From an optimization exercise on the open Yosys and OpenROAD flow, aimed at small area and a short achievable clock period; shortcuts taken in it are not production practice.
RTL that was checked went through simulation tests only; none was proved equivalent to the original.
Function not checked in run 2: the RTL went through the layout flow alone.
The clock port is modelled as an ideal driver; clocking choices that lean on that would not hold on a real chip.
No activity file was given, so power comes from the tool's default toggle rates.

### config.mk
export PLATFORM = sky130hd
export DESIGN_NAME = parameterized_signed_alu
export DESIGN_NICKNAME = parameterized_signed_alu
export VERILOG_FILES = /design/flow/design.v
export SDC_FILE = /design/flow/constraint.sdc
export NUM_CORES = 4
export LEC_CHECK = 0
export ABC_AREA = 1
export CAP_MARGIN = 20
export CORE_MARGIN = 2
export CORE_UTILIZATION = 70
export SLEW_MARGIN = 20
export SYNTH_HIERARCHICAL = 1
export SYNTH_MINIMUM_KEEP_SIZE = 0
### constraint.sdc
create_clock -name core_clock -period 85.0 [get_ports {clk}]
set_input_delay 17.0000 -clock core_clock [delete_from_list [all_inputs] [get_ports {clk}]]
set_output_delay 17.0000 -clock core_clock [all_outputs]
set_load 0.01 [all_outputs]
### design.v
module decoder(
input [1:0]alu_fn,
output arith_enable,cmp_enable,logic_enable,shift_enable
);
assign arith_enable = (alu_fn == 2'b00);
assign logic_enable = (alu_fn == 2'b01);
assign cmp_enable   = (alu_fn == 2'b10);
assign shift_enable = (alu_fn == 2'b11);
endmodule
module alu_fa (input a, input b, input c, output s, output co);
  assign s  = a ^ b ^ c;
  assign co = (a & b) | (a & c) | (b & c);
endmodule
module alu_ha (input a, input b, output s, output co);
  assign s  = a ^ b;
  assign co = a & b;
endmodule
module logic_unit(
input [15:0] A,B,
input [1:0] alu_fn,
output [15:0] y
);
wire [15:0] t = alu_fn[0] ? (A | B) : (A & B);
assign y = t ^ {16{alu_fn[1]}};
endmodule
module cmp_unit(
input ge, diff_zero,
input [1:0] alu_fn,
output [1:0] y
);
wire eq = diff_zero;
wire gt = ge & ~diff_zero;
wire lt = ~ge;
assign y = (alu_fn == 2'b01) ? {1'b0, eq} :
           (alu_fn == 2'b10) ? {gt, 1'b0} :
           (alu_fn == 2'b11) ? {lt, lt}   : 2'b00;
endmodule
module shift_unit(
input [15:0] A,B,
input [1:0] alu_fn,
output [15:0] y
);
wire [15:0] x = alu_fn[1] ? B : A;
assign y = alu_fn[0] ? {x[14:0], 1'b0} : {1'b0, x[15:1]};
endmodule
module parameterized_signed_alu #(parameter in_data_width=16,out_data_width=16,arith_out_data_width=32)(
input signed [in_data_width-1:0]A,B,
input clk,rst,
input [3:0]alu_fn,
output shift_flag,arith_flag,logic_flag,cmp_flag,carry_out,
output [out_data_width-1:0]shift_out,logic_out,cmp_out,
output signed[arith_out_data_width-1:0] arith_out
);
localparam K0 = 6;               
localparam RW = 16 - K0;         
localparam DSW = 1 + 16 + RW + RW + K0;    
localparam WW = (DSW > 32) ? DSW : 32;
wire arith_en = (alu_fn[3:2] == 2'b00);
wire logic_en = (alu_fn[3:2] == 2'b01);
wire cmp_en   = (alu_fn[3:2] == 2'b10);
wire shift_en = (alu_fn[3:2] == 2'b11);
wire [16:0] sum;
wire ge;
wire ad_sub = alu_fn[0] | alu_fn[3];
  wire [16:0] ad_c;
  wire [15:0] ad_bb = B ^ {16{ad_sub}};
  assign ad_c[0] = ad_sub;
  genvar ad_i;
  generate for (ad_i = 0; ad_i < 16; ad_i = ad_i + 1) begin : ad_bt
    alu_fa ad_u_fa (.a(A[ad_i]), .b(ad_bb[ad_i]), .c(ad_c[ad_i]), .s(sum[ad_i]), .co(ad_c[ad_i+1]));
  end endgenerate
  assign sum[16] = A[15] ^ ad_bb[15] ^ ad_c[16];
  assign ge = ad_c[16];
wire [31:0] prod;
  wire [16:0] mu_bx = {B, 1'b0};
  wire [7:0] mu_one, mu_two, mu_neg;
  wire [16:0] mu_pp0;
  wire mu_ppn0 = ~mu_pp0[16];
  wire [16:0] mu_pp1;
  wire mu_ppn1 = ~mu_pp1[16];
  wire [16:0] mu_pp2;
  wire mu_ppn2 = ~mu_pp2[16];
  wire [16:0] mu_pp3;
  wire mu_ppn3 = ~mu_pp3[16];
  wire [16:0] mu_pp4;
  wire mu_ppn4 = ~mu_pp4[16];
  wire [16:0] mu_pp5;
  wire mu_ppn5 = ~mu_pp5[16];
  wire [16:0] mu_pp6;
  wire mu_ppn6 = ~mu_pp6[16];
  wire [16:0] mu_pp7;
  wire mu_ppn7 = ~mu_pp7[16];
  wire [16:0] mu_ax = {A[15], A};
  wire [17:0] mu_ax2 = {A[15], A, 1'b0};
  genvar mu_i;
  generate for (mu_i = 0; mu_i < 8; mu_i = mu_i + 1) begin : mu_enc
    assign mu_one[mu_i] = mu_bx[2*mu_i+1] ^ mu_bx[2*mu_i];
    assign mu_two[mu_i] = (mu_bx[2*mu_i+2] & ~mu_bx[2*mu_i+1] & ~mu_bx[2*mu_i]) | (~mu_bx[2*mu_i+2] & mu_bx[2*mu_i+1] & mu_bx[2*mu_i]);
    assign mu_neg[mu_i] = mu_bx[2*mu_i+2];
  end endgenerate
  assign mu_pp0 = ({17{mu_one[0]}} & mu_ax | {17{mu_two[0]}} & mu_ax2[16:0]) ^ {17{mu_neg[0]}};
  assign mu_pp1 = ({17{mu_one[1]}} & mu_ax | {17{mu_two[1]}} & mu_ax2[16:0]) ^ {17{mu_neg[1]}};
  assign mu_pp2 = ({17{mu_one[2]}} & mu_ax | {17{mu_two[2]}} & mu_ax2[16:0]) ^ {17{mu_neg[2]}};
  assign mu_pp3 = ({17{mu_one[3]}} & mu_ax | {17{mu_two[3]}} & mu_ax2[16:0]) ^ {17{mu_neg[3]}};
  assign mu_pp4 = ({17{mu_one[4]}} & mu_ax | {17{mu_two[4]}} & mu_ax2[16:0]) ^ {17{mu_neg[4]}};
  assign mu_pp5 = ({17{mu_one[5]}} & mu_ax | {17{mu_two[5]}} & mu_ax2[16:0]) ^ {17{mu_neg[5]}};
  assign mu_pp6 = ({17{mu_one[6]}} & mu_ax | {17{mu_two[6]}} & mu_ax2[16:0]) ^ {17{mu_neg[6]}};
  assign mu_pp7 = ({17{mu_one[7]}} & mu_ax | {17{mu_two[7]}} & mu_ax2[16:0]) ^ {17{mu_neg[7]}};
  wire mu_s1, mu_c2;
  alu_ha mu_u_s1 (.a(mu_pp0[10]), .b(mu_pp1[8]), .s(mu_s1), .co(mu_c2));
  wire mu_s3, mu_c4;
  alu_ha mu_u_s3 (.a(mu_pp0[11]), .b(mu_pp1[9]), .s(mu_s3), .co(mu_c4));
  wire mu_s5, mu_c6;
  alu_fa mu_u_s5 (.a(mu_pp0[12]), .b(mu_pp1[10]), .c(mu_pp2[8]), .s(mu_s5), .co(mu_c6));
  wire mu_s7, mu_c8;
  alu_ha mu_u_s7 (.a(mu_pp3[6]), .b(mu_pp4[4]), .s(mu_s7), .co(mu_c8));
  wire mu_s9, mu_c10;
  alu_fa mu_u_s9 (.a(mu_pp0[13]), .b(mu_pp1[11]), .c(mu_pp2[9]), .s(mu_s9), .co(mu_c10));
  wire mu_s11, mu_c12;
  alu_ha mu_u_s11 (.a(mu_pp3[7]), .b(mu_pp4[5]), .s(mu_s11), .co(mu_c12));
  wire mu_s13, mu_c14;
  alu_fa mu_u_s13 (.a(mu_pp0[14]), .b(mu_pp1[12]), .c(mu_pp2[10]), .s(mu_s13), .co(mu_c14));
  wire mu_s15, mu_c16;
  alu_fa mu_u_s15 (.a(mu_pp3[8]), .b(mu_pp4[6]), .c(mu_pp5[4]), .s(mu_s15), .co(mu_c16));
  wire mu_s17, mu_c18;
  alu_ha mu_u_s17 (.a(mu_pp6[2]), .b(mu_pp7[0]), .s(mu_s17), .co(mu_c18));
  wire mu_s19, mu_c20;
  alu_fa mu_u_s19 (.a(mu_pp0[15]), .b(mu_pp1[13]), .c(mu_pp2[11]), .s(mu_s19), .co(mu_c20));
  wire mu_s21, mu_c22;
  alu_fa mu_u_s21 (.a(mu_pp3[9]), .b(mu_pp4[7]), .c(mu_pp5[5]), .s(mu_s21), .co(mu_c22));
  wire mu_s23, mu_c24;
  alu_ha mu_u_s23 (.a(mu_pp6[3]), .b(mu_pp7[1]), .s(mu_s23), .co(mu_c24));
  wire mu_s25, mu_c26;
  alu_fa mu_u_s25 (.a(mu_ppn0), .b(mu_pp1[14]), .c(mu_pp2[12]), .s(mu_s25), .co(mu_c26));
  wire mu_s27, mu_c28;
  alu_fa mu_u_s27 (.a(mu_pp3[10]), .b(mu_pp4[8]), .c(mu_pp5[6]), .s(mu_s27), .co(mu_c28));
  wire mu_s29, mu_c30;
  alu_ha mu_u_s29 (.a(mu_pp6[4]), .b(~mu_pp7[2]), .s(mu_s29), .co(mu_c30));
  wire mu_s31, mu_c32;
  alu_fa mu_u_s31 (.a(mu_pp1[15]), .b(mu_pp2[13]), .c(mu_pp3[11]), .s(mu_s31), .co(mu_c32));
  wire mu_s33, mu_c34;
  alu_fa mu_u_s33 (.a(mu_pp4[9]), .b(mu_pp5[7]), .c(mu_pp6[5]), .s(mu_s33), .co(mu_c34));
  wire mu_s35, mu_c36;
  alu_ha mu_u_s35 (.a(mu_pp7[3]), .b(~mu_pp7[2]), .s(mu_s35), .co(mu_c36));
  wire mu_s37, mu_c38;
  alu_fa mu_u_s37 (.a(mu_ppn1), .b(mu_pp2[14]), .c(mu_pp3[12]), .s(mu_s37), .co(mu_c38));
  wire mu_s39, mu_c40;
  alu_fa mu_u_s39 (.a(mu_pp4[10]), .b(mu_pp5[8]), .c(mu_pp6[6]), .s(mu_s39), .co(mu_c40));
  wire mu_s41, mu_c42;
  alu_ha mu_u_s41 (.a(mu_pp7[4]), .b(mu_pp7[2]), .s(mu_s41), .co(mu_c42));
  wire mu_s43, mu_c44;
  alu_fa mu_u_s43 (.a(mu_pp2[15]), .b(mu_pp3[13]), .c(mu_pp4[11]), .s(mu_s43), .co(mu_c44));
  wire mu_s45, mu_c46;
  alu_ha mu_u_s45 (.a(mu_pp5[9]), .b(mu_pp6[7]), .s(mu_s45), .co(mu_c46));
  wire mu_s47, mu_c48;
  alu_fa mu_u_s47 (.a(mu_ppn2), .b(mu_pp3[14]), .c(mu_pp4[12]), .s(mu_s47), .co(mu_c48));
  wire mu_s49, mu_c50;
  alu_ha mu_u_s49 (.a(mu_pp5[10]), .b(mu_pp6[8]), .s(mu_s49), .co(mu_c50));
  wire mu_s51, mu_c52;
  alu_ha mu_u_s51 (.a(mu_pp3[15]), .b(mu_pp4[13]), .s(mu_s51), .co(mu_c52));
  wire mu_s53, mu_c54;
  alu_ha mu_u_s53 (.a(mu_ppn3), .b(mu_pp4[14]), .s(mu_s53), .co(mu_c54));
  wire mu_s55, mu_c56;
  alu_ha mu_u_s55 (.a(mu_pp0[6]), .b(mu_pp1[4]), .s(mu_s55), .co(mu_c56));
  wire mu_s57, mu_c58;
  alu_ha mu_u_s57 (.a(mu_pp0[7]), .b(mu_pp1[5]), .s(mu_s57), .co(mu_c58));
  wire mu_s59, mu_c60;
  alu_fa mu_u_s59 (.a(mu_pp0[8]), .b(mu_pp1[6]), .c(mu_pp2[4]), .s(mu_s59), .co(mu_c60));
  wire mu_s61, mu_c62;
  alu_ha mu_u_s61 (.a(mu_pp3[2]), .b(mu_pp4[0]), .s(mu_s61), .co(mu_c62));
  wire mu_s63, mu_c64;
  alu_fa mu_u_s63 (.a(mu_pp0[9]), .b(mu_pp1[7]), .c(mu_pp2[5]), .s(mu_s63), .co(mu_c64));
  wire mu_s65, mu_c66;
  alu_ha mu_u_s65 (.a(mu_pp3[3]), .b(mu_pp4[1]), .s(mu_s65), .co(mu_c66));
  wire mu_s67, mu_c68;
  alu_fa mu_u_s67 (.a(mu_s1), .b(mu_pp2[6]), .c(mu_pp3[4]), .s(mu_s67), .co(mu_c68));
  wire mu_s69, mu_c70;
  alu_fa mu_u_s69 (.a(mu_pp4[2]), .b(mu_pp5[0]), .c(mu_neg[5]), .s(mu_s69), .co(mu_c70));
  wire mu_s71, mu_c72;
  alu_fa mu_u_s71 (.a(mu_s3), .b(mu_pp2[7]), .c(mu_pp3[5]), .s(mu_s71), .co(mu_c72));
  wire mu_s73, mu_c74;
  alu_fa mu_u_s73 (.a(mu_pp4[3]), .b(mu_pp5[1]), .c(mu_c2), .s(mu_s73), .co(mu_c74));
  wire mu_s75, mu_c76;
  alu_fa mu_u_s75 (.a(mu_s5), .b(mu_s7), .c(mu_pp5[2]), .s(mu_s75), .co(mu_c76));
  wire mu_s77, mu_c78;
  alu_fa mu_u_s77 (.a(mu_pp6[0]), .b(mu_neg[6]), .c(mu_c4), .s(mu_s77), .co(mu_c78));
  wire mu_s79, mu_c80;
  alu_fa mu_u_s79 (.a(mu_s9), .b(mu_s11), .c(mu_pp5[3]), .s(mu_s79), .co(mu_c80));
  wire mu_s81, mu_c82;
  alu_fa mu_u_s81 (.a(mu_pp6[1]), .b(mu_c6), .c(mu_c8), .s(mu_s81), .co(mu_c82));
  wire mu_s83, mu_c84;
  alu_fa mu_u_s83 (.a(mu_s13), .b(mu_s15), .c(mu_s17), .s(mu_s83), .co(mu_c84));
  wire mu_s85, mu_c86;
  alu_fa mu_u_s85 (.a(mu_neg[7]), .b(mu_c10), .c(mu_c12), .s(mu_s85), .co(mu_c86));
  wire mu_s87, mu_c88;
  alu_fa mu_u_s87 (.a(mu_s19), .b(mu_s21), .c(mu_s23), .s(mu_s87), .co(mu_c88));
  wire mu_s89, mu_c90;
  alu_fa mu_u_s89 (.a(mu_c14), .b(mu_c16), .c(mu_c18), .s(mu_s89), .co(mu_c90));
  wire mu_s91, mu_c92;
  alu_fa mu_u_s91 (.a(mu_s25), .b(mu_s27), .c(mu_s29), .s(mu_s91), .co(mu_c92));
  wire mu_s93, mu_c94;
  alu_fa mu_u_s93 (.a(mu_c20), .b(mu_c22), .c(mu_c24), .s(mu_s93), .co(mu_c94));
  wire mu_s95, mu_c96;
  alu_fa mu_u_s95 (.a(mu_s31), .b(mu_s33), .c(mu_s35), .s(mu_s95), .co(mu_c96));
  wire mu_s97, mu_c98;
  alu_fa mu_u_s97 (.a(mu_c26), .b(mu_c28), .c(mu_c30), .s(mu_s97), .co(mu_c98));
  wire mu_s99, mu_c100;
  alu_fa mu_u_s99 (.a(mu_s37), .b(mu_s39), .c(mu_s41), .s(mu_s99), .co(mu_c100));
  wire mu_s101, mu_c102;
  alu_fa mu_u_s101 (.a(mu_c32), .b(mu_c34), .c(mu_c36), .s(mu_s101), .co(mu_c102));
  wire mu_s103, mu_c104;
  alu_fa mu_u_s103 (.a(mu_s43), .b(mu_s45), .c(~mu_pp7[5]), .s(mu_s103), .co(mu_c104));
  wire mu_s105, mu_c106;
  alu_fa mu_u_s105 (.a(mu_c38), .b(mu_c40), .c(mu_c42), .s(mu_s105), .co(mu_c106));
  wire mu_s107, mu_c108;
  alu_fa mu_u_s107 (.a(mu_s47), .b(mu_s49), .c(mu_pp7[6]), .s(mu_s107), .co(mu_c108));
  wire mu_s109, mu_c110;
  alu_fa mu_u_s109 (.a(mu_pp7[5]), .b(mu_c44), .c(mu_c46), .s(mu_s109), .co(mu_c110));
  wire mu_s111, mu_c112;
  alu_fa mu_u_s111 (.a(mu_s51), .b(mu_pp5[11]), .c(mu_pp6[9]), .s(mu_s111), .co(mu_c112));
  wire mu_s113, mu_c114;
  alu_fa mu_u_s113 (.a(~mu_pp7[7]), .b(mu_c48), .c(mu_c50), .s(mu_s113), .co(mu_c114));
  wire mu_s115, mu_c116;
  alu_fa mu_u_s115 (.a(mu_s53), .b(mu_pp5[12]), .c(mu_pp6[10]), .s(mu_s115), .co(mu_c116));
  wire mu_s117, mu_c118;
  alu_fa mu_u_s117 (.a(mu_pp7[8]), .b(mu_pp7[7]), .c(mu_c52), .s(mu_s117), .co(mu_c118));
  wire mu_s119, mu_c120;
  alu_fa mu_u_s119 (.a(mu_pp4[15]), .b(mu_pp5[13]), .c(mu_pp6[11]), .s(mu_s119), .co(mu_c120));
  wire mu_s121, mu_c122;
  alu_ha mu_u_s121 (.a(~mu_pp7[9]), .b(mu_c54), .s(mu_s121), .co(mu_c122));
  wire mu_s123, mu_c124;
  alu_fa mu_u_s123 (.a(mu_ppn4), .b(mu_pp5[14]), .c(mu_pp6[12]), .s(mu_s123), .co(mu_c124));
  wire mu_s125, mu_c126;
  alu_ha mu_u_s125 (.a(mu_pp7[10]), .b(mu_pp7[9]), .s(mu_s125), .co(mu_c126));
  wire mu_s127, mu_c128;
  alu_ha mu_u_s127 (.a(mu_pp5[15]), .b(mu_pp6[13]), .s(mu_s127), .co(mu_c128));
  wire mu_s129, mu_c130;
  alu_ha mu_u_s129 (.a(mu_ppn5), .b(mu_pp6[14]), .s(mu_s129), .co(mu_c130));
  wire mu_s131, mu_c132;
  alu_ha mu_u_s131 (.a(mu_pp0[4]), .b(mu_pp1[2]), .s(mu_s131), .co(mu_c132));
  wire mu_s133, mu_c134;
  alu_ha mu_u_s133 (.a(mu_pp0[5]), .b(mu_pp1[3]), .s(mu_s133), .co(mu_c134));
  wire mu_s135, mu_c136;
  alu_fa mu_u_s135 (.a(mu_s55), .b(mu_pp2[2]), .c(mu_pp3[0]), .s(mu_s135), .co(mu_c136));
  wire mu_s137, mu_c138;
  alu_fa mu_u_s137 (.a(mu_s57), .b(mu_pp2[3]), .c(mu_pp3[1]), .s(mu_s137), .co(mu_c138));
  wire mu_s139, mu_c140;
  alu_fa mu_u_s139 (.a(mu_s59), .b(mu_s61), .c(mu_neg[4]), .s(mu_s139), .co(mu_c140));
  wire mu_s141, mu_c142;
  alu_fa mu_u_s141 (.a(mu_s63), .b(mu_s65), .c(mu_c60), .s(mu_s141), .co(mu_c142));
  wire mu_s143, mu_c144;
  alu_fa mu_u_s143 (.a(mu_s67), .b(mu_s69), .c(mu_c64), .s(mu_s143), .co(mu_c144));
  wire mu_s145, mu_c146;
  alu_fa mu_u_s145 (.a(mu_s71), .b(mu_s73), .c(mu_c68), .s(mu_s145), .co(mu_c146));
  wire mu_s147, mu_c148;
  alu_fa mu_u_s147 (.a(mu_s75), .b(mu_s77), .c(mu_c72), .s(mu_s147), .co(mu_c148));
  wire mu_s149, mu_c150;
  alu_fa mu_u_s149 (.a(mu_s79), .b(mu_s81), .c(mu_c76), .s(mu_s149), .co(mu_c150));
  wire mu_s151, mu_c152;
  alu_fa mu_u_s151 (.a(mu_s83), .b(mu_s85), .c(mu_c80), .s(mu_s151), .co(mu_c152));
  wire mu_s153, mu_c154;
  alu_fa mu_u_s153 (.a(mu_s87), .b(mu_s89), .c(mu_c84), .s(mu_s153), .co(mu_c154));
  wire mu_s155, mu_c156;
  alu_fa mu_u_s155 (.a(mu_s91), .b(mu_s93), .c(mu_c88), .s(mu_s155), .co(mu_c156));
  wire mu_s157, mu_c158;
  alu_fa mu_u_s157 (.a(mu_s95), .b(mu_s97), .c(mu_c92), .s(mu_s157), .co(mu_c158));
  wire mu_s159, mu_c160;
  alu_fa mu_u_s159 (.a(mu_s99), .b(mu_s101), .c(mu_c96), .s(mu_s159), .co(mu_c160));
  wire mu_s161, mu_c162;
  alu_fa mu_u_s161 (.a(mu_s103), .b(mu_s105), .c(mu_c100), .s(mu_s161), .co(mu_c162));
  wire mu_s163, mu_c164;
  alu_fa mu_u_s163 (.a(mu_s107), .b(mu_s109), .c(mu_c104), .s(mu_s163), .co(mu_c164));
  wire mu_s165, mu_c166;
  alu_fa mu_u_s165 (.a(mu_s111), .b(mu_s113), .c(mu_c108), .s(mu_s165), .co(mu_c166));
  wire mu_s167, mu_c168;
  alu_fa mu_u_s167 (.a(mu_s115), .b(mu_s117), .c(mu_c112), .s(mu_s167), .co(mu_c168));
  wire mu_s169, mu_c170;
  alu_fa mu_u_s169 (.a(mu_s119), .b(mu_s121), .c(mu_c116), .s(mu_s169), .co(mu_c170));
  wire mu_s171, mu_c172;
  alu_fa mu_u_s171 (.a(mu_s123), .b(mu_s125), .c(mu_c120), .s(mu_s171), .co(mu_c172));
  wire mu_s173, mu_c174;
  alu_fa mu_u_s173 (.a(mu_s127), .b(~mu_pp7[11]), .c(mu_c124), .s(mu_s173), .co(mu_c174));
  wire mu_s175, mu_c176;
  alu_fa mu_u_s175 (.a(mu_s129), .b(mu_pp7[12]), .c(mu_pp7[11]), .s(mu_s175), .co(mu_c176));
  wire mu_s177, mu_c178;
  alu_ha mu_u_s177 (.a(mu_pp6[15]), .b(~mu_pp7[13]), .s(mu_s177), .co(mu_c178));
  wire mu_s179, mu_c180;
  alu_ha mu_u_s179 (.a(mu_ppn6), .b(mu_pp7[14]), .s(mu_s179), .co(mu_c180));
  wire mu_s181, mu_c182;
  alu_ha mu_u_s181 (.a(mu_pp0[2]), .b(mu_pp1[0]), .s(mu_s181), .co(mu_c182));
  wire mu_s183, mu_c184;
  alu_ha mu_u_s183 (.a(mu_pp0[3]), .b(mu_pp1[1]), .s(mu_s183), .co(mu_c184));
  wire mu_s185, mu_c186;
  alu_fa mu_u_s185 (.a(mu_s131), .b(mu_pp2[0]), .c(mu_neg[2]), .s(mu_s185), .co(mu_c186));
  wire mu_s187, mu_c188;
  alu_fa mu_u_s187 (.a(mu_s133), .b(mu_pp2[1]), .c(mu_c132), .s(mu_s187), .co(mu_c188));
  wire mu_s189, mu_c190;
  alu_fa mu_u_s189 (.a(mu_s135), .b(mu_neg[3]), .c(mu_c134), .s(mu_s189), .co(mu_c190));
  wire mu_s191, mu_c192;
  alu_fa mu_u_s191 (.a(mu_s137), .b(mu_c56), .c(mu_c136), .s(mu_s191), .co(mu_c192));
  wire mu_s193, mu_c194;
  alu_fa mu_u_s193 (.a(mu_s139), .b(mu_c58), .c(mu_c138), .s(mu_s193), .co(mu_c194));
  wire mu_s195, mu_c196;
  alu_fa mu_u_s195 (.a(mu_s141), .b(mu_c62), .c(mu_c140), .s(mu_s195), .co(mu_c196));
  wire mu_s197, mu_c198;
  alu_fa mu_u_s197 (.a(mu_s143), .b(mu_c66), .c(mu_c142), .s(mu_s197), .co(mu_c198));
  wire mu_s199, mu_c200;
  alu_fa mu_u_s199 (.a(mu_s145), .b(mu_c70), .c(mu_c144), .s(mu_s199), .co(mu_c200));
  wire mu_s201, mu_c202;
  alu_fa mu_u_s201 (.a(mu_s147), .b(mu_c74), .c(mu_c146), .s(mu_s201), .co(mu_c202));
  wire mu_s203, mu_c204;
  alu_fa mu_u_s203 (.a(mu_s149), .b(mu_c78), .c(mu_c148), .s(mu_s203), .co(mu_c204));
  wire mu_s205, mu_c206;
  alu_fa mu_u_s205 (.a(mu_s151), .b(mu_c82), .c(mu_c150), .s(mu_s205), .co(mu_c206));
  wire mu_s207, mu_c208;
  alu_fa mu_u_s207 (.a(mu_s153), .b(mu_c86), .c(mu_c152), .s(mu_s207), .co(mu_c208));
  wire mu_s209, mu_c210;
  alu_fa mu_u_s209 (.a(mu_s155), .b(mu_c90), .c(mu_c154), .s(mu_s209), .co(mu_c210));
  wire mu_s211, mu_c212;
  alu_fa mu_u_s211 (.a(mu_s157), .b(mu_c94), .c(mu_c156), .s(mu_s211), .co(mu_c212));
  wire mu_s213, mu_c214;
  alu_fa mu_u_s213 (.a(mu_s159), .b(mu_c98), .c(mu_c158), .s(mu_s213), .co(mu_c214));
  wire mu_s215, mu_c216;
  alu_fa mu_u_s215 (.a(mu_s161), .b(mu_c102), .c(mu_c160), .s(mu_s215), .co(mu_c216));
  wire mu_s217, mu_c218;
  alu_fa mu_u_s217 (.a(mu_s163), .b(mu_c106), .c(mu_c162), .s(mu_s217), .co(mu_c218));
  wire mu_s219, mu_c220;
  alu_fa mu_u_s219 (.a(mu_s165), .b(mu_c110), .c(mu_c164), .s(mu_s219), .co(mu_c220));
  wire mu_s221, mu_c222;
  alu_fa mu_u_s221 (.a(mu_s167), .b(mu_c114), .c(mu_c166), .s(mu_s221), .co(mu_c222));
  wire mu_s223, mu_c224;
  alu_fa mu_u_s223 (.a(mu_s169), .b(mu_c118), .c(mu_c168), .s(mu_s223), .co(mu_c224));
  wire mu_s225, mu_c226;
  alu_fa mu_u_s225 (.a(mu_s171), .b(mu_c122), .c(mu_c170), .s(mu_s225), .co(mu_c226));
  wire mu_s227, mu_c228;
  alu_fa mu_u_s227 (.a(mu_s173), .b(mu_c126), .c(mu_c172), .s(mu_s227), .co(mu_c228));
  wire mu_s229, mu_c230;
  alu_fa mu_u_s229 (.a(mu_s175), .b(mu_c128), .c(mu_c174), .s(mu_s229), .co(mu_c230));
  wire mu_s231, mu_c232;
  alu_fa mu_u_s231 (.a(mu_s177), .b(mu_c130), .c(mu_c176), .s(mu_s231), .co(mu_c232));
  wire mu_s233, mu_c234;
  alu_fa mu_u_s233 (.a(mu_s179), .b(mu_pp7[13]), .c(mu_c178), .s(mu_s233), .co(mu_c234));
  wire mu_s235, mu_c236;
  alu_ha mu_u_s235 (.a(~mu_pp7[15]), .b(mu_c180), .s(mu_s235), .co(mu_c236));
  wire mu_s237, mu_c238;
  alu_ha mu_u_s237 (.a(mu_ppn7), .b(mu_pp7[15]), .s(mu_s237), .co(mu_c238));
  wire mu_s239, mu_c240;
  alu_ha mu_u_s239 (.a(mu_pp0[0]), .b(mu_neg[0]), .s(mu_s239), .co(mu_c240));
  wire mu_s241, mu_c242;
  alu_ha mu_u_s241 (.a(mu_pp0[1]), .b(mu_c240), .s(mu_s241), .co(mu_c242));
  wire mu_s243, mu_c244;
  alu_fa mu_u_s243 (.a(mu_s181), .b(mu_neg[1]), .c(mu_c242), .s(mu_s243), .co(mu_c244));
  wire mu_s245, mu_c246;
  alu_fa mu_u_s245 (.a(mu_s183), .b(mu_c182), .c(mu_c244), .s(mu_s245), .co(mu_c246));
  wire mu_s247, mu_c248;
  alu_fa mu_u_s247 (.a(mu_s185), .b(mu_c184), .c(mu_c246), .s(mu_s247), .co(mu_c248));
  wire mu_s249, mu_c250;
  alu_fa mu_u_s249 (.a(mu_s187), .b(mu_c186), .c(mu_c248), .s(mu_s249), .co(mu_c250));
  wire mu_s251, mu_c252;
  alu_fa mu_u_s251 (.a(mu_s189), .b(mu_c188), .c(mu_c250), .s(mu_s251), .co(mu_c252));
  wire mu_s253, mu_c254;
  alu_fa mu_u_s253 (.a(mu_s191), .b(mu_c190), .c(mu_c252), .s(mu_s253), .co(mu_c254));
  wire mu_s255, mu_c256;
  alu_fa mu_u_s255 (.a(mu_s193), .b(mu_c192), .c(mu_c254), .s(mu_s255), .co(mu_c256));
  wire mu_s257, mu_c258;
  alu_fa mu_u_s257 (.a(mu_s195), .b(mu_c194), .c(mu_c256), .s(mu_s257), .co(mu_c258));
  wire mu_s259, mu_c260;
  alu_fa mu_u_s259 (.a(mu_s197), .b(mu_c196), .c(mu_c258), .s(mu_s259), .co(mu_c260));
  wire mu_s261, mu_c262;
  alu_fa mu_u_s261 (.a(mu_s199), .b(mu_c198), .c(mu_c260), .s(mu_s261), .co(mu_c262));
  wire mu_s263, mu_c264;
  alu_fa mu_u_s263 (.a(mu_s201), .b(mu_c200), .c(mu_c262), .s(mu_s263), .co(mu_c264));
  wire mu_s265, mu_c266;
  alu_fa mu_u_s265 (.a(mu_s203), .b(mu_c202), .c(mu_c264), .s(mu_s265), .co(mu_c266));
  wire mu_s267, mu_c268;
  alu_fa mu_u_s267 (.a(mu_s205), .b(mu_c204), .c(mu_c266), .s(mu_s267), .co(mu_c268));
  wire mu_s269, mu_c270;
  alu_fa mu_u_s269 (.a(mu_s207), .b(mu_c206), .c(mu_c268), .s(mu_s269), .co(mu_c270));
  wire mu_s271, mu_c272;
  alu_fa mu_u_s271 (.a(mu_s209), .b(mu_c208), .c(mu_c270), .s(mu_s271), .co(mu_c272));
  wire mu_s273, mu_c274;
  alu_fa mu_u_s273 (.a(mu_s211), .b(mu_c210), .c(mu_c272), .s(mu_s273), .co(mu_c274));
  wire mu_s275, mu_c276;
  alu_fa mu_u_s275 (.a(mu_s213), .b(mu_c212), .c(mu_c274), .s(mu_s275), .co(mu_c276));
  wire mu_s277, mu_c278;
  alu_fa mu_u_s277 (.a(mu_s215), .b(mu_c214), .c(mu_c276), .s(mu_s277), .co(mu_c278));
  wire mu_s279, mu_c280;
  alu_fa mu_u_s279 (.a(mu_s217), .b(mu_c216), .c(mu_c278), .s(mu_s279), .co(mu_c280));
  wire mu_s281, mu_c282;
  alu_fa mu_u_s281 (.a(mu_s219), .b(mu_c218), .c(mu_c280), .s(mu_s281), .co(mu_c282));
  wire mu_s283, mu_c284;
  alu_fa mu_u_s283 (.a(mu_s221), .b(mu_c220), .c(mu_c282), .s(mu_s283), .co(mu_c284));
  wire mu_s285, mu_c286;
  alu_fa mu_u_s285 (.a(mu_s223), .b(mu_c222), .c(mu_c284), .s(mu_s285), .co(mu_c286));
  wire mu_s287, mu_c288;
  alu_fa mu_u_s287 (.a(mu_s225), .b(mu_c224), .c(mu_c286), .s(mu_s287), .co(mu_c288));
  wire mu_s289, mu_c290;
  alu_fa mu_u_s289 (.a(mu_s227), .b(mu_c226), .c(mu_c288), .s(mu_s289), .co(mu_c290));
  wire mu_s291, mu_c292;
  alu_ha mu_u_s291 (.a(mu_s229), .b(mu_c228), .s(mu_s291), .co(mu_c292));
  wire mu_s293 = ~(mu_s229 ^ mu_c228);
  wire mu_c294 = mu_s229 | mu_c228;
  wire mu_s295, mu_c296;
  alu_fa mu_u_s295 (.a(mu_s231), .b(mu_c230), .c(mu_c292), .s(mu_s295), .co(mu_c296));
  wire mu_s297, mu_c298;
  alu_fa mu_u_s297 (.a(mu_s231), .b(mu_c230), .c(mu_c294), .s(mu_s297), .co(mu_c298));
  wire mu_s299, mu_c300;
  alu_fa mu_u_s299 (.a(mu_s233), .b(mu_c232), .c(mu_c296), .s(mu_s299), .co(mu_c300));
  wire mu_s301, mu_c302;
  alu_fa mu_u_s301 (.a(mu_s233), .b(mu_c232), .c(mu_c298), .s(mu_s301), .co(mu_c302));
  wire mu_s303, mu_c304;
  alu_fa mu_u_s303 (.a(mu_s235), .b(mu_c234), .c(mu_c300), .s(mu_s303), .co(mu_c304));
  wire mu_s305, mu_c306;
  alu_fa mu_u_s305 (.a(mu_s235), .b(mu_c234), .c(mu_c302), .s(mu_s305), .co(mu_c306));
  wire mu_s307, mu_c308;
  alu_fa mu_u_s307 (.a(mu_s237), .b(mu_c236), .c(mu_c304), .s(mu_s307), .co(mu_c308));
  wire mu_s309, mu_c310;
  alu_fa mu_u_s309 (.a(mu_s237), .b(mu_c236), .c(mu_c306), .s(mu_s309), .co(mu_c310));
  assign prod = {(mu_c290 ? (1'b1 ^ mu_c238 ^ mu_c310) : (1'b1 ^ mu_c238 ^ mu_c308)), (mu_c290 ? mu_s309 : mu_s307), (mu_c290 ? mu_s305 : mu_s303), (mu_c290 ? mu_s301 : mu_s299), (mu_c290 ? mu_s297 : mu_s295), (mu_c290 ? mu_s293 : mu_s291), mu_s289, mu_s287, mu_s285, mu_s283, mu_s281, mu_s279, mu_s277, mu_s275, mu_s273, mu_s271, mu_s269, mu_s267, mu_s265, mu_s263, mu_s261, mu_s259, mu_s257, mu_s255, mu_s253, mu_s251, mu_s249, mu_s247, mu_s245, mu_s243, mu_s241, mu_s239};
wire [15:0] alo, blo;
assign alo[0] = 1'b0;
assign blo[0] = 1'b0;
genvar gi;
generate for (gi = 1; gi < 16; gi = gi + 1) begin : absg
    assign alo[gi] = alo[gi-1] | A[gi-1];
    assign blo[gi] = blo[gi-1] | B[gi-1];
end endgenerate
wire [15:0] ua = A ^ ({16{A[15]}} & alo);
wire [15:0] ub = B ^ ({16{B[15]}} & blo);
wire [16:0] nzab1;
assign nzab1[16] = 1'b0;
generate for (gi = 15; gi >= 0; gi = gi - 1) begin : nz1g
    assign nzab1[gi] = nzab1[gi+1] | ub[gi];
end endgenerate
wire b_nz = nzab1[0];
wire [15:K0] q1;
wire [RW-1:0] r1;
  wire [15:0] d1_nd = ~ub;
  wire [0:0] d1_x15 = {ua[15]};
  wire [1:0] d1_c15;
  assign d1_c15[0] = 1'b1;
  assign d1_c15[1:1] = (d1_x15 & d1_nd[0:0]) | ((d1_x15 | d1_nd[0:0]) & d1_c15[0:0]);
  assign q1[15] = d1_c15[1] & ~nzab1[1];
  wire [1:0] d1_x14 = {d1_x15 ^ ({1{q1[15]}} & (d1_nd[0:0] ^ d1_c15[0:0])), ua[14]};
  wire [2:0] d1_c14;
  assign d1_c14[0] = 1'b1;
  assign d1_c14[2:1] = (d1_x14 & d1_nd[1:0]) | ((d1_x14 | d1_nd[1:0]) & d1_c14[1:0]);
  assign q1[14] = d1_c14[2] & ~nzab1[2];
  wire [2:0] d1_x13 = {d1_x14 ^ ({2{q1[14]}} & (d1_nd[1:0] ^ d1_c14[1:0])), ua[13]};
  wire [3:0] d1_c13;
  assign d1_c13[0] = 1'b1;
  assign d1_c13[3:1] = (d1_x13 & d1_nd[2:0]) | ((d1_x13 | d1_nd[2:0]) & d1_c13[2:0]);
  assign q1[13] = d1_c13[3] & ~nzab1[3];
  wire [3:0] d1_x12 = {d1_x13 ^ ({3{q1[13]}} & (d1_nd[2:0] ^ d1_c13[2:0])), ua[12]};
  wire [4:0] d1_c12;
  assign d1_c12[0] = 1'b1;
  assign d1_c12[4:1] = (d1_x12 & d1_nd[3:0]) | ((d1_x12 | d1_nd[3:0]) & d1_c12[3:0]);
  assign q1[12] = d1_c12[4] & ~nzab1[4];
  wire [4:0] d1_x11 = {d1_x12 ^ ({4{q1[12]}} & (d1_nd[3:0] ^ d1_c12[3:0])), ua[11]};
  wire [5:0] d1_c11;
  assign d1_c11[0] = 1'b1;
  assign d1_c11[5:1] = (d1_x11 & d1_nd[4:0]) | ((d1_x11 | d1_nd[4:0]) & d1_c11[4:0]);
  assign q1[11] = d1_c11[5] & ~nzab1[5];
  wire [5:0] d1_x10 = {d1_x11 ^ ({5{q1[11]}} & (d1_nd[4:0] ^ d1_c11[4:0])), ua[10]};
  wire [6:0] d1_c10;
  assign d1_c10[0] = 1'b1;
  assign d1_c10[6:1] = (d1_x10 & d1_nd[5:0]) | ((d1_x10 | d1_nd[5:0]) & d1_c10[5:0]);
  assign q1[10] = d1_c10[6] & ~nzab1[6];
  wire [6:0] d1_x9 = {d1_x10 ^ ({6{q1[10]}} & (d1_nd[5:0] ^ d1_c10[5:0])), ua[9]};
  wire [7:0] d1_c9;
  assign d1_c9[0] = 1'b1;
  assign d1_c9[7:1] = (d1_x9 & d1_nd[6:0]) | ((d1_x9 | d1_nd[6:0]) & d1_c9[6:0]);
  assign q1[9] = d1_c9[7] & ~nzab1[7];
  wire [7:0] d1_x8 = {d1_x9 ^ ({7{q1[9]}} & (d1_nd[6:0] ^ d1_c9[6:0])), ua[8]};
  wire [8:0] d1_c8;
  assign d1_c8[0] = 1'b1;
  assign d1_c8[8:1] = (d1_x8 & d1_nd[7:0]) | ((d1_x8 | d1_nd[7:0]) & d1_c8[7:0]);
  assign q1[8] = d1_c8[8] & ~nzab1[8];
  wire [8:0] d1_x7 = {d1_x8 ^ ({8{q1[8]}} & (d1_nd[7:0] ^ d1_c8[7:0])), ua[7]};
  wire [9:0] d1_c7;
  assign d1_c7[0] = 1'b1;
  assign d1_c7[9:1] = (d1_x7 & d1_nd[8:0]) | ((d1_x7 | d1_nd[8:0]) & d1_c7[8:0]);
  assign q1[7] = d1_c7[9] & ~nzab1[9];
  wire [9:0] d1_x6 = {d1_x7 ^ ({9{q1[7]}} & (d1_nd[8:0] ^ d1_c7[8:0])), ua[6]};
  wire [10:0] d1_c6;
  assign d1_c6[0] = 1'b1;
  assign d1_c6[10:1] = (d1_x6 & d1_nd[9:0]) | ((d1_x6 | d1_nd[9:0]) & d1_c6[9:0]);
  assign q1[6] = d1_c6[10] & ~nzab1[10];
  assign r1 = d1_x6 ^ ({10{q1[6]}} & (d1_nd[9:0] ^ d1_c6[9:0]));
wire [DSW-1:0] ds = {A[15] ^ B[15], ub, r1, q1, ua[K0-1:0]};
wire [15:0] lres = (alu_fn[0] ? (A | B) : (A & B)) ^ {16{alu_fn[1]}};
wire [15:0] sx = alu_fn[1] ? B : A;
wire [15:0] sres = alu_fn[0] ? {sx[14:0], 1'b0} : {1'b0, sx[15:1]};
wire eq = (sum[15:0] == 16'd0);
wire [1:0] cres = (alu_fn[1:0] == 2'b01) ? {1'b0, eq} :
                  (alu_fn[1:0] == 2'b10) ? {ge & ~eq, 1'b0} :
                  (alu_fn[1:0] == 2'b11) ? {~ge, ~ge} : 2'b00;
reg [31:0] aval;
always @(*) begin
    case (alu_fn[1:0])
        2'b00, 2'b01: aval = {{15{sum[16]}}, sum};
        2'b10:        aval = prod;
        default:      aval = ds[31:0] & {32{b_nz}};
    endcase
end
wire [15:0] olo = alu_fn[3] ? {sres[15:2], (alu_fn[2] ? sres[1:0] : cres)}
                            : (alu_fn[2] ? lres : aval[15:0]);
wire [WW-1:0] w_d;
generate if (WW > 32) begin : wx
    assign w_d = {ds[WW-1:32], aval[31:16], olo};
end else begin : wn
    assign w_d = {aval[31:16], olo};
end endgenerate
wire div_sel = arith_en & (alu_fn[1:0] == 2'b11) & b_nz;
reg [WW-1:0] w;
reg f_an, f_div, f_logic, f_cmp, f_shift;
always @(posedge clk) w <= w_d;
always @(posedge clk, negedge rst) begin
    if (!rst) begin
        f_an <= 1'b0; f_div <= 1'b0; f_logic <= 1'b0; f_cmp <= 1'b0; f_shift <= 1'b0;
    end else begin
        f_an    <= arith_en & ~div_sel;
        f_div   <= div_sel;
        f_logic <= logic_en;
        f_cmp   <= cmp_en;
        f_shift <= shift_en;
    end
end
wire [DSW-1:0] dr = w[DSW-1:0];
wire        d_sgn = dr[DSW-1];
wire [15:0] d_d   = dr[DSW-2 -: 16];
wire [RW-1:0] d_r = dr[2*RW+K0-1 -: RW];
wire [RW-1:0] d_q = dr[RW+K0-1 -: RW];
wire [K0-1:0] d_a = dr[K0-1:0];
wire [16:0] nzab2;
assign nzab2[16] = 1'b0;
generate for (gi = 15; gi >= 0; gi = gi - 1) begin : nz2g
    assign nzab2[gi] = nzab2[gi+1] | d_d[gi];
end endgenerate
wire [K0-1:0] q2;
wire [15:0] d_ax = {{(16-K0){1'b0}}, d_a};
  wire [15:0] d2_nd = ~d_d;
  wire [10:0] d2_x5 = {d_r, d_ax[5]};
  wire [11:0] d2_c5;
  assign d2_c5[0] = 1'b1;
  assign d2_c5[11:1] = (d2_x5 & d2_nd[10:0]) | ((d2_x5 | d2_nd[10:0]) & d2_c5[10:0]);
  assign q2[5] = d2_c5[11] & ~nzab2[11];
  wire [11:0] d2_x4 = {d2_x5 ^ ({11{q2[5]}} & (d2_nd[10:0] ^ d2_c5[10:0])), d_ax[4]};
  wire [12:0] d2_c4;
  assign d2_c4[0] = 1'b1;
  assign d2_c4[12:1] = (d2_x4 & d2_nd[11:0]) | ((d2_x4 | d2_nd[11:0]) & d2_c4[11:0]);
  assign q2[4] = d2_c4[12] & ~nzab2[12];
  wire [12:0] d2_x3 = {d2_x4 ^ ({12{q2[4]}} & (d2_nd[11:0] ^ d2_c4[11:0])), d_ax[3]};
  wire [13:0] d2_c3;
  assign d2_c3[0] = 1'b1;
  assign d2_c3[13:1] = (d2_x3 & d2_nd[12:0]) | ((d2_x3 | d2_nd[12:0]) & d2_c3[12:0]);
  assign q2[3] = d2_c3[13] & ~nzab2[13];
  wire [13:0] d2_x2 = {d2_x3 ^ ({13{q2[3]}} & (d2_nd[12:0] ^ d2_c3[12:0])), d_ax[2]};
  wire [14:0] d2_c2;
  assign d2_c2[0] = 1'b1;
  assign d2_c2[14:1] = (d2_x2 & d2_nd[13:0]) | ((d2_x2 | d2_nd[13:0]) & d2_c2[13:0]);
  assign q2[2] = d2_c2[14] & ~nzab2[14];
  wire [14:0] d2_x1 = {d2_x2 ^ ({14{q2[2]}} & (d2_nd[13:0] ^ d2_c2[13:0])), d_ax[1]};
  wire [15:0] d2_c1;
  assign d2_c1[0] = 1'b1;
  assign d2_c1[15:1] = (d2_x1 & d2_nd[14:0]) | ((d2_x1 | d2_nd[14:0]) & d2_c1[14:0]);
  assign q2[1] = d2_c1[15] & ~nzab2[15];
  wire [15:0] d2_x0 = {d2_x1 ^ ({15{q2[1]}} & (d2_nd[14:0] ^ d2_c1[14:0])), d_ax[0]};
  wire [16:0] d2_c0;
  assign d2_c0[0] = 1'b1;
  assign d2_c0[16:1] = (d2_x0 & d2_nd[15:0]) | ((d2_x0 | d2_nd[15:0]) & d2_c0[15:0]);
  assign q2[0] = d2_c0[16] & ~nzab2[16];
wire [15:0] quo = {d_q, q2};
wire [16:0] qlo;
assign qlo[1] = 1'b0;
generate for (gi = 2; gi < 17; gi = gi + 1) begin : qlog
    assign qlo[gi] = qlo[gi-1] | quo[gi-1];
end endgenerate
wire [31:0] divres;
assign divres[0] = quo[0];
generate for (gi = 1; gi < 16; gi = gi + 1) begin : qfxg
    assign divres[gi] = quo[gi] ^ (d_sgn & (quo[0] | qlo[gi]));
end endgenerate
assign divres[31:16] = {16{d_sgn & (quo[0] | qlo[16])}};
assign arith_out = ({32{f_an}} & w[31:0]) | ({32{f_div}} & divres);
assign carry_out = arith_out[16];
assign arith_flag = f_an | f_div;
assign logic_flag = f_logic;
assign cmp_flag = f_cmp;
assign shift_flag = f_shift;
assign logic_out = {16{f_logic}} & w[15:0];
assign shift_out = {16{f_shift}} & w[15:0];
assign cmp_out = {14'd0, {2{f_cmp}} & w[1:0]};
endmodule
### flow/run.sh
#!/bin/bash
# The standard layout (standard.sh), with two changes:
#  - the port buffers are sky130_fd_sc_hd__buf_2 instead of the buffer the
#    port-buffering step picks by default (every port still gets one);
#  - before clock-tree synthesis, flip-flops with 8 or more loads get drive
#    strength 4 (flow/upsize_ff.tcl); their cell type is unchanged.
# Each tool's output goes to the ORFS logs under orfs/logs; make's output to standard.log.
export BUFFER_PORTS_ARGS="-buffer_cell sky130_fd_sc_hd__buf_2"
export PRE_CTS_TCL="$PWD/flow/upsize_ff.tcl"
bash standard.sh > standard.log 2>&1
### flow/upsize_ff.tcl
# Upsize flip-flops that drive many loads (drive strength only; the cell type stays the same).
proc upsize_ff { min_fo size } {
  set n 0
  set block [[[ord::get_db] getChip] getBlock]
  foreach inst [$block getInsts] {
    set m [[$inst getMaster] getName]
    if { ![regexp {^(sky130_fd_sc_hd__(dfxtp|dfrtp))_1$} $m -> base] } { continue }
    set fo 0
    foreach it [$inst getITerms] {
      if { [$it isOutputSignal] } {
        set net [$it getNet]
        if { $net == "NULL" } { continue }
        foreach lt [$net getITerms] { if { [$lt isInputSignal] } { incr fo } }
      }
    }
    if { $fo < $min_fo } { continue }
    set lc [get_lib_cells -quiet ${base}_$size]
    if { $lc != "" } { replace_cell [get_cells [$inst getName]] $lc; incr n }
  }
  puts "upsize_ff: resized $n flip-flops (fanout >= $min_fo) to size $size"
}

# Runs at the start of the CTS step (PRE_CTS_TCL): stronger drive for the result
# register's high-fanout bits, which start the paths after the register.
upsize_ff 8 4
detailed_placement
### standard.sh
#!/bin/bash
# synth_recipe.tcl (not shown) runs the flow's synth.tcl, then flattens the netlist and writes it again
# the make line also repeats each setting of config.mk as NAME=value (left out here)
make -C /OpenROAD-flow-scripts/flow DESIGN_CONFIG=/design/flow/config.mk WORK_HOME=/design/flow/orfs CLKGATE_MAP_FILE= SYNTH_SCRIPT=/design/flow/synth_recipe.tcl "${@:-finish}"
==> impl_metrics.ini, run 1 <==
[run_status]
run_status = no timing/DRC/antenna violations

[critical_path]
crit_family = adder cells
crit_arrival_ns = 29.74
crit_slowest_cell = inv_2
endpoint_kind = register
setup.worst_path.class = in2reg
path_max_fanout = 39
critPathLaunchType = input port
critPathMostFrequentCell = fa_1
crit_buf_inv = 3
required_ns = 85.15
cp_slowest_stage_delay_ns = 0.57

[timing]
hold_viol_final = 0
maxSlewViolCount = 0
post-route-period-util_pct = 34.8
finalSetupTns_ns = 0
period_needed_ns = 29.60
max-slew-margin-rel_pct = 36.4
worst_slew_pin_slew_ns = 0.953
setup_viol = 0
hold_ws_ns = 16.52
max_freq_ghz = 0.0338
rsz0062_at_grt = false

[synth]
yosysSeqAreaShare_pct = 6.01
ys.warnings.count = 7
synth_xor_xnor_area_share_pct = 14.5
synth_top_family_by_area = simple AND/OR/NAND/NOR gates
syn_inst = 2595
synth-simple-area-share_pct = 36.3
netlist_area_mm2 = 0.0164
synth-seq-cells = 48
yosys.area_share.adder_pct = 19.5
synth_cell_type_count = 55
synthArstFlopShare_pct = 10.4
synth_compound_area_share_pct = 11.2
synthMuxAreaShare_pct = 0.0610
synth.avg_cell_area_um2 = 6.32
synth_edf_count = 0
ys_dominant_reg_cell = dfxtp_1

[global_route]
grt_util_met3_pct = 6.31
grt_pass1_vias = 16645
grt_pass1_wl_um = 85300
grt_use_met2_pct = 71.8
overflow = 0
antenna_found_initial = 0
use_met1_pct = 54.7
grtUsageTotal_pct = 43.8
grt_busiest_layer = met2
grt_max_degree = 63

[routing]
wl_per_cell_um = 18.6
drt_iter0_drc = 1978
drc = 0
drtAntennaViolNets = 0
vias = 17669
vias_per_cell = 6.07
dr.pass1.iters = 6
wirelength_um = 54200

[floorplan]
start_util_pct = 70.5
fp.dieW_um = 157
fp.dieH_um = 157
core_area_mm2 = 0.0233
io_pins = 123
die_area_mm2 = 0.0247
num_rows = 56

[cts]
cts_hold_buf = 0
cts_resized = 0
cts_tree = done
clock-sinks = 48
cts_buffers = 5
path_clk_slew_ns = 0.07
postCtsSetupRepairBufs = 0

[placement]
placed_area_mm2 = 0.0167
portBuffers = 108
place_congestion = 0.992
dp_cells = 2902
dpl.hpwl_um = 41000

[job]
max_cap_viol_count = 0

[pwr]
p_leak_uw = 0.00888
report.power.total_uw = 651
power.density_mw_per_mm2 = 38.4
vdd_ir_drop_max_v = 0.0000543

[finish]
layout_common_cells = nand2_1 (770), inv_1 (286), nand3_1 (262), xor2_1 (257), fa_1 (138)
stdcell_area_mm2 = 0.0170
multiInputGateArea_mm2 = 0.0134
finalNetCount = 2801
area_delta_synth_final_pct = 3.48
final_common_cell = nand2_1
layout.cells.non_filler = 2911
drive_above_1_share_pct = 11.5
seqCellArea_mm2 = 0.00105
fillCellCount = 2075

[worst_hold_path]
hold_path_class = in2async
[report_power, final]
part,internal (uW),switching [uW]
Clock,13.8,8.53
Sequential,30.7,16.9
Combinational,220,361
Total,264,387
[cell usage after synthesis (12+ instances only)]
cell type / count / area [um^2]
nand4_1: 35 / 219
nand3_1: 262 / 1310
nand2_4: 17 / 191
xor2_1: 257 / 2250
nand2_1: 770 / 2890
a21oi_1: 54 / 270
xnor2_1: 12 / 105
buf_1: 21 / 78.8
nand2_2: 46 / 288
clkbuf_1: 80 / 300
inv_2: 19 / 71.3
ha_1: 35 / 438
inv_1: 286 / 1070
o21ai_0: 75 / 375
o22ai_1: 123 / 769
dfxtp_1: 43 / 861
clkinv_1: 20 / 75.1
nor2_1: 113 / 424
nand3_2: 31 / 310
buf_4: 26 / 195
o21ai_1: 14 / 70.1
fa_1: 138 / 2760
[final timing paths]
kind,start,to,slack (ns),cells past startpoint
setup / recovery,B[0],w[29],55.40,33
hold / removal,rst,f_an,16.52,1
max in group asynchronous,rst,f_div,68.32,1
min in group core_clock,alu_fn[3],f_an,17.08,2
[Yosys stat by module (local to each module, per instance)]
module                    times used  cell area, um^2
parameterized_signed_alu           1            13200
alu_ha                            32             12.5
alu_fa                           138             20.0
[area by class of cell]
class	count	area share [%]
Timing Repair Buffer	128	4.07
Clock buffer	5	0.737
Clock inverter	3	0.251
Multi-Input combinational cell	2082	79.2
Inverter	325	7.19
Tap cell	319	2.35
Sequential cell	48	6.21
Antenna cell	1	0.0147
[kinds of logic after synthesis]
family                     count (synthesis)
and+or+nand+nor                         1316
AOI/OAI and AO/OA                        308
buffers and inverters                    478
xor gates and xnor gates                 270
muxes                                      1
adders and majority gates                173
DFF                                       48
other                                      1
[sequential cells by signal, summed over array words and instances, names as in the netlist]
register and count:
w 43, f_an 1, f_cmp 1, f_div 1
f_logic 1, f_shift 1
[per-layer routing]
layer	part of all wire, %	vias to the layer above
met1	37	8078
met2	45	1077
met3	10	276
li1	-	8238
met5	0	-
met4	7.4	0
[through the flow]
stage          util [%]  setup WS [ns]
6_report           73.0          55.40
5_1_grt            72.9          54.17
4_1_cts            72.9          55.52
3_5_place_dp       71.9          55.24
3_3_place_gp       71.9          55.41
2_1_floorplan         -          56.55
==> inputs of run 2 (changes only) <==
--- a/design.v
+++ b/design.v
@@ -390,32 +390,40 @@
   alu_fa mu_u_s281 (.a(mu_s219), .b(mu_c218), .c(mu_c280), .s(mu_s281), .co(mu_c282));
   wire mu_s283, mu_c284;
-  alu_fa mu_u_s283 (.a(mu_s221), .b(mu_c220), .c(mu_c282), .s(mu_s283), .co(mu_c284));
-  wire mu_s285, mu_c286;
-  alu_fa mu_u_s285 (.a(mu_s223), .b(mu_c222), .c(mu_c284), .s(mu_s285), .co(mu_c286));
+  alu_ha mu_u_s283 (.a(mu_s221), .b(mu_c220), .s(mu_s283), .co(mu_c284));
+  wire mu_s285 = ~(mu_s221 ^ mu_c220);
+  wire mu_c286 = mu_s221 | mu_c220;
   wire mu_s287, mu_c288;
-  alu_fa mu_u_s287 (.a(mu_s225), .b(mu_c224), .c(mu_c286), .s(mu_s287), .co(mu_c288));
+  alu_fa mu_u_s287 (.a(mu_s223), .b(mu_c222), .c(mu_c284), .s(mu_s287), .co(mu_c288));
   wire mu_s289, mu_c290;
-  alu_fa mu_u_s289 (.a(mu_s227), .b(mu_c226), .c(mu_c288), .s(mu_s289), .co(mu_c290));
+  alu_fa mu_u_s289 (.a(mu_s223), .b(mu_c222), .c(mu_c286), .s(mu_s289), .co(mu_c290));
   wire mu_s291, mu_c292;
-  alu_ha mu_u_s291 (.a(mu_s229), .b(mu_c228), .s(mu_s291), .co(mu_c292));
-  wire mu_s293 = ~(mu_s229 ^ mu_c228);
-  wire mu_c294 = mu_s229 | mu_c228;
+  alu_fa mu_u_s291 (.a(mu_s225), .b(mu_c224), .c(mu_c288), .s(mu_s291), .co(mu_c292));
+  wire mu_s293, mu_c294;
+  alu_fa mu_u_s293 (.a(mu_s225), .b(mu_c224), .c(mu_c290), .s(mu_s293), .co(mu_c294));
   wire mu_s295, mu_c296;
-  alu_fa mu_u_s295 (.a(mu_s231), .b(mu_c230), .c(mu_c292), .s(mu_s295), .co(mu_c296));
+  alu_fa mu_u_s295 (.a(mu_s227), .b(mu_c226), .c(mu_c292), .s(mu_s295), .co(mu_c296));
   wire mu_s297, mu_c298;
-  alu_fa mu_u_s297 (.a(mu_s231), .b(mu_c230), .c(mu_c294), .s(mu_s297), .co(mu_c298));
+  alu_fa mu_u_s297 (.a(mu_s227), .b(mu_c226), .c(mu_c294), .s(mu_s297), .co(mu_c298));
   wire mu_s299, mu_c300;
-  alu_fa mu_u_s299 (.a(mu_s233), .b(mu_c232), .c(mu_c296), .s(mu_s299), .co(mu_c300));
+  alu_fa mu_u_s299 (.a(mu_s229), .b(mu_c228), .c(mu_c296), .s(mu_s299), .co(mu_c300));
   wire mu_s301, mu_c302;
-  alu_fa mu_u_s301 (.a(mu_s233), .b(mu_c232), .c(mu_c298), .s(mu_s301), .co(mu_c302));
+  alu_fa mu_u_s301 (.a(mu_s229), .b(mu_c228), .c(mu_c298), .s(mu_s301), .co(mu_c302));
   wire mu_s303, mu_c304;
-  alu_fa mu_u_s303 (.a(mu_s235), .b(mu_c234), .c(mu_c300), .s(mu_s303), .co(mu_c304));
+  alu_fa mu_u_s303 (.a(mu_s231), .b(mu_c230), .c(mu_c300), .s(mu_s303), .co(mu_c304));
   wire mu_s305, mu_c306;
-  alu_fa mu_u_s305 (.a(mu_s235), .b(mu_c234), .c(mu_c302), .s(mu_s305), .co(mu_c306));
+  alu_fa mu_u_s305 (.a(mu_s231), .b(mu_c230), .c(mu_c302), .s(mu_s305), .co(mu_c306));
   wire mu_s307, mu_c308;
-  alu_fa mu_u_s307 (.a(mu_s237), .b(mu_c236), .c(mu_c304), .s(mu_s307), .co(mu_c308));
+  alu_fa mu_u_s307 (.a(mu_s233), .b(mu_c232), .c(mu_c304), .s(mu_s307), .co(mu_c308));
   wire mu_s309, mu_c310;
-  alu_fa mu_u_s309 (.a(mu_s237), .b(mu_c236), .c(mu_c306), .s(mu_s309), .co(mu_c310));
-  assign prod = {(mu_c290 ? (1'b1 ^ mu_c238 ^ mu_c310) : (1'b1 ^ mu_c238 ^ mu_c308)), (mu_c290 ? mu_s309 : mu_s307), (mu_c290 ? mu_s305 : mu_s303), (mu_c290 ? mu_s301 : mu_s299), (mu_c290 ? mu_s297 : mu_s295), (mu_c290 ? mu_s293 : mu_s291), mu_s289, mu_s287, mu_s285, mu_s283, mu_s281, mu_s279, mu_s277, mu_s275, mu_s273, mu_s271, mu_s269, mu_s267, mu_s265, mu_s263, mu_s261, mu_s259, mu_s257, mu_s255, mu_s253, mu_s251, mu_s249, mu_s247, mu_s245, mu_s243, mu_s241, mu_s239};
+  alu_fa mu_u_s309 (.a(mu_s233), .b(mu_c232), .c(mu_c306), .s(mu_s309), .co(mu_c310));
+  wire mu_s311, mu_c312;
+  alu_fa mu_u_s311 (.a(mu_s235), .b(mu_c234), .c(mu_c308), .s(mu_s311), .co(mu_c312));
+  wire mu_s313, mu_c314;
+  alu_fa mu_u_s313 (.a(mu_s235), .b(mu_c234), .c(mu_c310), .s(mu_s313), .co(mu_c314));
+  wire mu_s315, mu_c316;
+  alu_fa mu_u_s315 (.a(mu_s237), .b(mu_c236), .c(mu_c312), .s(mu_s315), .co(mu_c316));
+  wire mu_s317, mu_c318;
+  alu_fa mu_u_s317 (.a(mu_s237), .b(mu_c236), .c(mu_c314), .s(mu_s317), .co(mu_c318));
+  assign prod = {(mu_c282 ? (1'b1 ^ mu_c238 ^ mu_c318) : (1'b1 ^ mu_c238 ^ mu_c316)), (mu_c282 ? mu_s317 : mu_s315), (mu_c282 ? mu_s313 : mu_s311), (mu_c282 ? mu_s309 : mu_s307), (mu_c282 ? mu_s305 : mu_s303), (mu_c282 ? mu_s301 : mu_s299), (mu_c282 ? mu_s297 : mu_s295), (mu_c282 ? mu_s293 : mu_s291), (mu_c282 ? mu_s289 : mu_s287), (mu_c282 ? mu_s285 : mu_s283), mu_s281, mu_s279, mu_s277, mu_s275, mu_s273, mu_s271, mu_s269, mu_s267, mu_s265, mu_s263, mu_s261, mu_s259, mu_s257, mu_s255, mu_s253, mu_s251, mu_s249, mu_s247, mu_s245, mu_s243, mu_s241, mu_s239};
 wire [15:0] alo, blo;
 assign alo[0] = 1'b0;
==> impl_metrics.ini, run 2 <==
[finish]
utilization_pct = 73.2
seqCellArea_mm2 = 0.00105
fillCellCount = 2026
stdcell_area_mm2 = 0.0171
multiInputGateArea_mm2 = 0.0135
largest_register_ffs = 43
regMostFlops = w
diodes = 0
finalNetCount = 2800
final_common_cell = nand2_1
layout_common_cells = nand2_1 (740), inv_1 (285), nand3_1 (266), xor2_1 (261), fa_1 (142)
area_delta_synth_final_pct = 3.55
drive_above_1_share_pct = 11.4

[synth]
synth_edf_count = 0
synth_top_area_share_pct = 17.2
synth_compound_area_share_pct = 11.4
yosys.area_share.adder_pct = 19.9
ys.warnings.count = 7
synth_xor_xnor_area_share_pct = 14.6
netlist_area_mm2 = 0.0165
yosysSeqAreaShare_pct = 5.97
synth_top_family_by_area = simple AND/OR/NAND/NOR gates
synth.avg_cell_area_um2 = 6.38
yosys.area.top_type = fa_1
ys_dominant_reg_cell = dfxtp_1
synthArstFlopShare_pct = 10.4
synth-simple-area-share_pct = 35.7
synthMostInstantiatedCell = nand2_1
synth-seq-cells = 48
synth_cell_type_count = 57
synthTopCellsByArea = fa_1 (17%), nand2_1 (17%), xor2_1 (14%), nand3_1 (8.1%), inv_1 (6.5%)
synthMuxAreaShare_pct = 0.0607
syn_inst = 2588
synth_common_cells = nand2_1 (740), inv_1 (285), nand3_1 (266)

[critical_path]
cp_slowest_stage_delay_ns = 0.40
setup.worst_path.class = reg2out
critPathLaunchType = register
path_max_fanout = 16
crit_arrival_ns = 12.32
required_ns = 68.00
crit_slowest_cell = dfxtp_4
endpoint_kind = primary output
critPathMostFrequentCell = nand3_1

[global_route]
grt_max_degree = 63
overflow = 0
antenna_found_initial = 0
grt_pass1_vias = 16674
grtUsageTotal_pct = 43.8
grt_pass1_wl_um = 85300

[cts]
clock-sinks = 48
cts_buffers = 5
cts_tree = done
postCtsSetupRepairBufs = 0
path_clk_slew_ns = 0.07
cts_hold_buf = 0
cts_resized = 0

[pwr]
report.power.total_uw = 657
power.switching_uw = 389
seqPwrFrac_pct = 7.2
power.density_mw_per_mm2 = 38.5
pwr-share-clk_pct = 3.4
combinationalPowerShare_pct = 89.5
switching_share_pct = 59.2
vdd_ir_drop_max_v = 0.0000412
p_leak_uw = 0.00895
p_int_uw = 268

[timing]
setup_viol = 0
post-route-period-util_pct = 34.5
rsz0062_at_grt = false
worst_slew_pin_slew_ns = 1.01
hold_viol_final = 0
max_freq_ghz = 0.0341
finalSetupTns_ns = 0
max-slew-margin-rel_pct = 32.7
maxSlewViolCount = 0
period_needed_ns = 29.32

[floorplan]
start_util_pct = 70.7
num_rows = 56
core_area_mm2 = 0.0233
die_area_mm2 = 0.0248
fp.dieH_um = 158
fp.dieW_um = 158
io_pins = 123

[placement]
placed_area_mm2 = 0.0169
portBuffers = 108
place_congestion = 1.03
dpl.hpwl_um = 41800

[job]
max_cap_viol_count = 0

[routing]
drt_iter0_drc = 1957
drtAntennaViolNets = 0
vias_per_cell = 6.13
vias = 17813
wl_per_cell_um = 18.9
drc = 0
dr.pass1.iters = 6
wirelength_um = 54800

[run_status]
run_status = no timing/DRC/antenna violations

[worst_hold_path]
hold_path_class = in2async
run 2: cell count changes in the layout (fill, tap and decap cells not counted), moves of 5 or more:
cell,previous run,this run
nand2_4,17,23
nand4_1,35,29
nor2_1,112,121
nor2_4,1,6
nand2_1,770,740
nor2_2,12,4
o21ai_0,75,80
run 2: how the worst max path moves through the flow:
stage | start | to | slack, ns | depth (start not counted)
6_report | w[28] | arith_out[16] | 55.68 | 93
5_1_grt | w[28] | arith_out[1] | 54.14 | 102
4_1_cts | w[28] | arith_out[16] | 55.82 | 97
3_5_place_dp | w[26] | arith_out[16] | 55.90 | 96
3_3_place_gp | w[26] | arith_out[3] | 56.11 | 97
2_1_floorplan | B[0] | w[24] | 58.02 | 34
run 2: kinds of logic after synthesis:
| logic type | after synthesis |
|---|---|
| other cells | 1 |
| mux | 1 |
| xor+xnor | 275 |
| fa+ha+maj | 177 |
| compound gates | 319 |
| simple gates | 1290 |
| flops | 48 |
| buf+inv | 477 |
run 2: layout make-up:
type	instances	area share, %
clock inverters	2	0.0879
inverters	325	7.25
well taps	319	2.34
flip-flops and latches	48	6.14
repair buffers	129	4.09
multi-input cells	2076	79.2
clock buffers	6	0.879
run 2: routing by layer:
metal / GRT usage [%] / part of all wire, % / vias up
met5: 0 / 0 / -
met4: 25.1 / 5.9 / 0
met2: 72.3 / 46 / 1133
met3: 8.87 / 11 / 277
li1: - / - / 8230
met1: 53.3 / 37 / 8173
run 2: power by group through the flow:
| stage | Combinational, uW | Sequential, uW | Clock, uW |
|---|---|---|---|
| after floorplan | 423 | 35.4 | 0 |
| after global placement | 548 | 45.6 | 0 |
| after detailed placement | 570 | 45.6 | 0 |
| after global routing | 647 | 47.8 | 22.9 |
| final | 588 | 47.1 | 22.2 |
| after CTS | 572 | 46.2 | 22.0 |
run 2: stage by stage:
step | hold WS, ns | setup slack (ns) | cells
floorplan | 16.70 | 58.02 | 2601
global placement | 16.84 | 56.11 | 2897
detailed placement | 16.84 | 55.90 | 2897
CTS | 16.53 | 55.82 | 2905
global route | 16.53 | 54.14 | 2905
finish | 16.53 | 55.68 | 2905
run 2: modules after synthesis, one instance, submodules excluded:
module | cells | copies in the design | area, um^2 | flip-flops and latches
alu_ha | 1 | 32 | 12.5 | 0
parameterized_signed_alu | 2414 | 1 | 13300 | 48
alu_fa | 1 | 142 | 20.0 | 0
run 2: worst max-delay path: cells and delay by family (launching register included):
kind | cells | cell delay, ns
buffers and inverters | 10 | 1.90
DFF | 1 | 0.40
and+or+nand+nor | 79 | 8.86
xor gates and xnor gates | 4 | 0.85

port drivers added, routing unchanged:
In the flow no input, the clock included, has a driving cell. The finished layouts below were timed again as built, in two steps.
Step 1 assumes that a clkbuf_16 drives the clock port and a buf_2 every other input.
Step 2 moves the port delays by t, midway between the first and last clock arrival at a register: inputs arrive t later, outputs are due t later. That takes back most of the time a late clock gives input paths.
Three values: ideal ports, drivers, drivers and shift; two values: the first two.
run	t, ns	slack for setup (ns)	slew at the worst register clock pin (ns)	worst slew at a driven data input, ns
run 1	0.333	55.404 / 55.392 / 55.099	0.07 / 0.07	0.08
run 2	0.334	55.685 / 55.647 / 55.981	0.08 / 0.08	0.06
After both steps every run listed still meets setup and hold. The setup slack of run 1, which loses most, moves by -0.012 ns with the drivers and by -0.305 ns with both steps.
